Background: an optimization exercise with open tools, aiming at small area, a short achievable clock period and few clock cycles. Do not read the settings as production practice. RTL that was checked went through simulation tests only; none was proved equivalent to the original. No activity file was given, so power comes from the tool's default toggle rates.

## the previous run
==> flow/design.v <==
module JAM (
    input CLK,
    input RST,
    output [2:0] W,
    output [2:0] J,
    input [6:0] Cost,
    output [3:0] MatchCount,
    output [9:0] MinCost,
    output reg Valid );
localparam ROUND = 3'd0, SEL = 3'd1, FIN = 3'd2, BUILD = 3'd3, COUNT = 3'd4;
reg [2:0] state;
reg [2:0] r;             
reg [2:0] i0;            
reg [2:0] cj;            
reg [2:0] j0;            
reg [8:0] base;           
reg first;
reg [7:0] mind;
reg [2:0] jmin;
reg [6:0] vpc;           
reg [6:0] vpj;           
reg [7:0] dcj;           
reg [7:0] S;             
reg rootr;               
reg [7:0] colFree;
reg [6:0] vp [0:7];
reg [7:0] dst [0:7];     
reg [2:0] way [0:7];     
reg [2:0] rowOf [0:7];   
reg [2:0] ja;
reg augdone;
reg [9:0] mc;
reg [3:0] cnt;
assign MinCost = mc;
assign MatchCount = cnt;
function [3:0] lowest;           
    input [7:0] m;
    begin
        casez (m)
            8'b???????1: lowest = 4'b1000;
            8'b??????10: lowest = 4'b1001;
            8'b?????100: lowest = 4'b1010;
            8'b????1000: lowest = 4'b1011;
            8'b???10000: lowest = 4'b1100;
            8'b??100000: lowest = 4'b1101;
            8'b?1000000: lowest = 4'b1110;
            8'b10000000: lowest = 4'b1111;
            default:     lowest = 4'b0000;
        endcase
    end
endfunction
function [7:0] above;            
    input [2:0] k;
    begin
        above = 8'hFE << k;
    end
endfunction
wire [2:0] j1 = way[ja];
wire [2:0] aR = (state == FIN) ? j1 : (state == COUNT) ? i0 : jmin;
wire [2:0] rA = rowOf[aR];
assign W = (state == SEL) ? rA : i0;
assign J = (state == SEL) ? jmin : cj;
wire [6:0] vpA = vpc;
wire [6:0] vp_cj = vpc;
wire [7:0] dA = dst[i0];
function lt7;
    input [6:0] c;
    input [10:0] t;
    begin
        if (t[10])
            lt7 = 1'b0;
        else if (t[9:7] != 3'd0)
            lt7 = 1'b1;
        else
            lt7 = c < t[6:0];
    end
endfunction
wire [9:0] bv = {base[8], base} + {3'd0, vp_cj};
wire [9:0] cur_full = bv + {3'd0, Cost};
wire over = cur_full[9:8] != 2'b00;
wire [7:0] cur8 = over ? 8'd255 : cur_full[7:0];
wire [7:0] dst_cj = dcj;
wire [10:0] thr_d = {3'd0, dst_cj} - {bv[9], bv};
wire [10:0] thr_m = {3'd0, mind} - {bv[9], bv};
wire better = rootr || lt7(Cost, thr_d);
wire cur_lt_min = lt7(Cost, thr_m);
wire dst_lt_min = dst_cj < mind;
wire take = first || (better ? cur_lt_min : dst_lt_min);
wire [7:0] nd = better ? cur8 : dst_cj;
wire [3:0] nxt_round = lowest(~S & above(cj));
wire [7:0] bitcj = 8'd1 << cj;
wire [7:0] S_sel = S | (8'd1 << jmin);
wire [3:0] first_round = lowest(~S_sel);
wire [3:0] lS = lowest(S);
wire [7:0] S_fin = S & ~bitcj;
wire [3:0] lSf = lowest(S_fin);
wire aug_last = (j1 == ja);
wire cur_eq_min = (thr_m[10:7] == 4'd0) && (thr_m[6:0] == Cost);
wire newmin = (cj == 3'd0) || cur_lt_min;
wire [7:0] tmask = newmin ? bitcj : cur_eq_min ? (S | bitcj) : S;
wire [2:0] ncol = (state == ROUND) ? nxt_round[2:0] :
                  (state == SEL) ? (colFree[jmin] ? lS[2:0] : first_round[2:0]) :
                  (state == FIN) ? lSf[2:0] : cj + 3'd1;
wire [6:0] vpn = colFree[ncol] ? 7'd0 : vp[ncol];
wire [6:0] vp_upd = vpc + (mind[6:0] - dcj[6:0]);
wire [7:0] dstn = dst[ncol];
wire [6:0] vp0 = colFree[0] ? 7'd0 : vp[0];
wire [7:0] adj = dA;
wire [2:0] dm1 = i0 - 3'd1;
wire [7:0] cand = adj & ~S & (first ? 8'hFF : above(rA));
wire [3:0] lj = lowest(cand);
wire [7:0] u2 = S | (8'd1 << lj[2:0]);
reg ok;
integer k;
always @(*) begin
    ok = 1'b1;
    for (k = 1; k < 8; k = k + 1)
        if (k > i0 && (dst[k] & ~u2) == 8'd0)
            ok = 1'b0;
end
wire d6 = first && (i0 == 3'd6);
wire [7:0] fx = ~S;
wire [7:0] flo = fx & (~fx + 8'd1);
wire [7:0] fhi = fx ^ flo;
wire [7:0] m6 = dst[6] & fx;
wire [7:0] m7 = dst[7] & fx;
wire c1 = (|(m6 & flo)) && (|(m7 & fhi));
wire c2 = (|(m6 & fhi)) && (|(m7 & flo));
wire [2:0] pd = rowOf[dm1];
always @(posedge CLK or posedge RST) begin
    if (RST) begin
        state <= ROUND;
        r <= 3'd0;
        i0 <= 3'd0;
        cj <= 3'd0;
        base <= 9'd0;
        first <= 1'b1;
        S <= 8'd0;
        rootr <= 1'b1;
        vpc <= 7'd0;
        colFree <= 8'hFF;
        mc <= 10'd0;
        cnt <= 4'd0;
        Valid <= 1'b0;
        augdone <= 1'b0;
    end else begin
        case (state)
        ROUND: begin
            first <= 1'b0;
            if (nxt_round[3]) begin
                cj <= nxt_round[2:0];
                vpc <= vpn;
                dcj <= dstn;
            end else begin
                state <= SEL;
            end
        end
        SEL: begin
            if (colFree[jmin]) begin
                mc <= mc + {2'd0, mind};
                colFree[jmin] <= 1'b0;
                cj <= lS[2:0];
                vpc <= vpn;
                dcj <= dstn;
                augdone <= 1'b0;
                state <= FIN;
            end else begin
                S <= S_sel;
                rootr <= 1'b0;
                i0 <= rA;
                base <= {1'b0, mind} - {2'd0, Cost} - {2'd0, vpj};
                cj <= first_round[2:0];
                vpc <= vpn;
                dcj <= dstn;
                first <= 1'b1;
                state <= ROUND;
            end
        end
        FIN: begin
            if (S != 8'd0) begin
                S <= S_fin;
                cj <= lSf[2:0];
                vpc <= vpn;
                dcj <= dstn;
            end
            if (!augdone && aug_last)
                augdone <= 1'b1;
            if (S_fin == 8'd0 && (augdone || aug_last)) begin
                vpc <= (S != 8'd0 && cj == 3'd0) ? vp_upd : vp0;
                dcj <= dst[0];
                if (r == 3'd7) begin
                    state <= BUILD;
                    i0 <= 3'd0;
                    cj <= 3'd0;
                    base <= 9'd0;
                end else begin
                    state <= ROUND;
                    r <= r + 3'd1;
                    i0 <= r + 3'd1;
                    base <= 9'd0;
                    rootr <= 1'b1;
                    cj <= 3'd0;
                    first <= 1'b1;
                end
            end
        end
        BUILD: begin
            S <= tmask;
            cj <= cj + 3'd1;
            vpc <= vpn;
            dcj <= dstn;
            if (cj == 3'd7) begin
                i0 <= i0 + 3'd1;
                if (i0 == 3'd7) begin
                    state <= COUNT;
                    S <= 8'd0;
                    first <= 1'b1;
                end
            end
        end
        COUNT: if (!Valid) begin
            if (d6) begin
                cnt <= cnt + {3'd0, c1} + {3'd0, c2};
                i0 <= dm1;
                S <= S & ~(8'd1 << pd);
                first <= 1'b0;
            end else if (lj[3]) begin
                if (ok) begin
                    S <= u2;
                    i0 <= i0 + 3'd1;
                    first <= 1'b1;
                end else begin
                    first <= 1'b0;
                end
            end else if (i0 == 3'd0) begin
                Valid <= 1'b1;
            end else begin
                i0 <= dm1;
                S <= S & ~(8'd1 << pd);
                first <= 1'b0;
            end
        end
        default: state <= ROUND;
        endcase
    end
end
always @(posedge CLK) begin
    case (state)
    ROUND: begin
        if (better) begin
            dst[cj] <= cur8;
            way[cj] <= rootr ? cj : j0;
        end
        if (take) begin
            mind <= nd;
            jmin <= cj;
            vpj <= vpc;
        end
    end
    SEL: begin
        j0 <= jmin;
        ja <= jmin;
        if (colFree[jmin])
            vp[jmin] <= 7'd0;
    end
    FIN: begin
        if (S != 8'd0)
            vp[cj] <= vp_upd;
        if (!augdone) begin
            rowOf[ja] <= aug_last ? r : rA;
            if (!aug_last)
                ja <= j1;
        end
    end
    BUILD: begin
        if (newmin)
            mind <= cur8;
        if (cj == 3'd7)
            dst[i0] <= tmask;
    end
    COUNT: begin
        if (!Valid && !d6 && lj[3])
            rowOf[i0] <= lj[2:0];
    end
    default: ;
    endcase
end
endmodule
export LEC_CHECK = 0
export ABC_AREA = 1
export CAP_MARGIN = 20
export CORE_MARGIN = 2
export CORE_UTILIZATION = 50
export PLACE_DENSITY = 0.65
export SETUP_SLACK_MARGIN = 5
export SLEW_MARGIN = 20
create_clock -name core_clock -period 10.0 [get_ports {CLK}]
run.sh (not shown) runs the stock make flow with config.mk's settings and CLKGATE_MAP_FILE= SYNTH_SCRIPT=/design/flow/synth_recipe.tcl, a recipe that flattens the netlist after the stock synthesis.
The previous run ended with every stage complete and zero timing, DRC or antenna violations.
Inputs modified between the previous run and the current run:
-- flow/design.v --
<<< the previous run, line 50
    end
endfunction
function [7:0] above;            
    input [2:0] k;
>>> the current run, line 50
    end
endfunction
function lt7;
    input [6:0] c;
    input [10:0] t;
    begin
        if (t[10])
            lt7 = 1'b0;
        else if (t[9:7] != 3'd0)
            lt7 = 1'b1;
        else
            lt7 = c < t[6:0];
    end
endfunction
function [7:0] above;            
    input [2:0] k;
<<< the previous run, line 64
wire [6:0] vp_cj = vpc;
wire [7:0] dA = dst[i0];
function lt7;
    input [6:0] c;
    input [10:0] t;
    begin
        if (t[10])
            lt7 = 1'b0;
        else if (t[9:7] != 3'd0)
            lt7 = 1'b1;
        else
            lt7 = c < t[6:0];
    end
endfunction
wire [9:0] bv = {base[8], base} + {3'd0, vp_cj};
wire [9:0] cur_full = bv + {3'd0, Cost};
wire over = cur_full[9:8] != 2'b00;
wire [7:0] cur8 = over ? 8'd255 : cur_full[7:0];
wire [7:0] dst_cj = dcj;
wire [10:0] thr_d = {3'd0, dst_cj} - {bv[9], bv};
>>> the current run, line 76
wire [6:0] vp_cj = vpc;
wire [7:0] dA = dst[i0];
wire [9:0] bv = {base[8], base} + {3'd0, vp_cj};
wire [10:0] thr_o = 11'd256 - {bv[9], bv};
wire over = !lt7(Cost, thr_o);
wire [4:0] cur_lo = {1'b0, bv[3:0]} + {1'b0, Cost[3:0]};
wire [3:0] cur_h0 = bv[7:4] + {1'b0, Cost[6:4]};
wire [3:0] cur_h1 = bv[7:4] + {1'b0, Cost[6:4]} + 4'd1;
wire [7:0] cur_b = {cur_lo[4] ? cur_h1 : cur_h0, cur_lo[3:0]};
wire [7:0] cur8 = over ? 8'd255 : cur_b;
wire [7:0] dst_cj = dcj;
wire [10:0] thr_d = {3'd0, dst_cj} - {bv[9], bv};
## What came out
- Relative to the previous run, area of placed instances has increased by about 0.5% in the current run.
- Pre-CTS setup slack: the current run > the previous run
- Compared with the previous run, net switching power in the current run increased by more than 10%.
- Number of optimization iterations in the first detailed-route pass up 2 in the current run wrt the previous run
- Looking at die area across the current run and the previous run, the one that comes out higher is the current run.
Testbench counts of the current run, summed over its fixed seeds: cycles 2,845.
Only the layout flow was run in the previous run; the RTL was not checked for function there.

[afterwards: timing with drivers on the ports]
How much do the figures lean on ideal ports? The routed layouts below were timed once more, with nothing changed but the port constraints. Step 1: set_driving_cell puts a clkbuf_16 on CLK and a buf_2 on each other input, an assumption about the parent block. Step 2 also shifts input and output timing later by t, the mid clock arrival at the registers, as if the neighbouring blocks saw the same clock. Slacks: ideal ports / drivers / drivers and shift; pairs: ideal ports / drivers.
| run | t, ns | setup WS [ns] | hold slack, ns | clock arrival spread, ns |
|---|---|---|---|---|
| the previous run | 0.651 | 5.134 / 5.078 / 4.611 | 0.463 / 0.463 / 0.463 | 0.024 / 0.025 |
| the current run | 0.618 | 5.067 / 5.013 / 4.935 | 0.467 / 0.467 / 0.467 | 0.018 / 0.018 |
After both steps every run listed still meets setup and hold. For the previous run, which loses most, drivers alone change the setup slack by -0.056 ns; drivers and shift together by -0.523 ns.
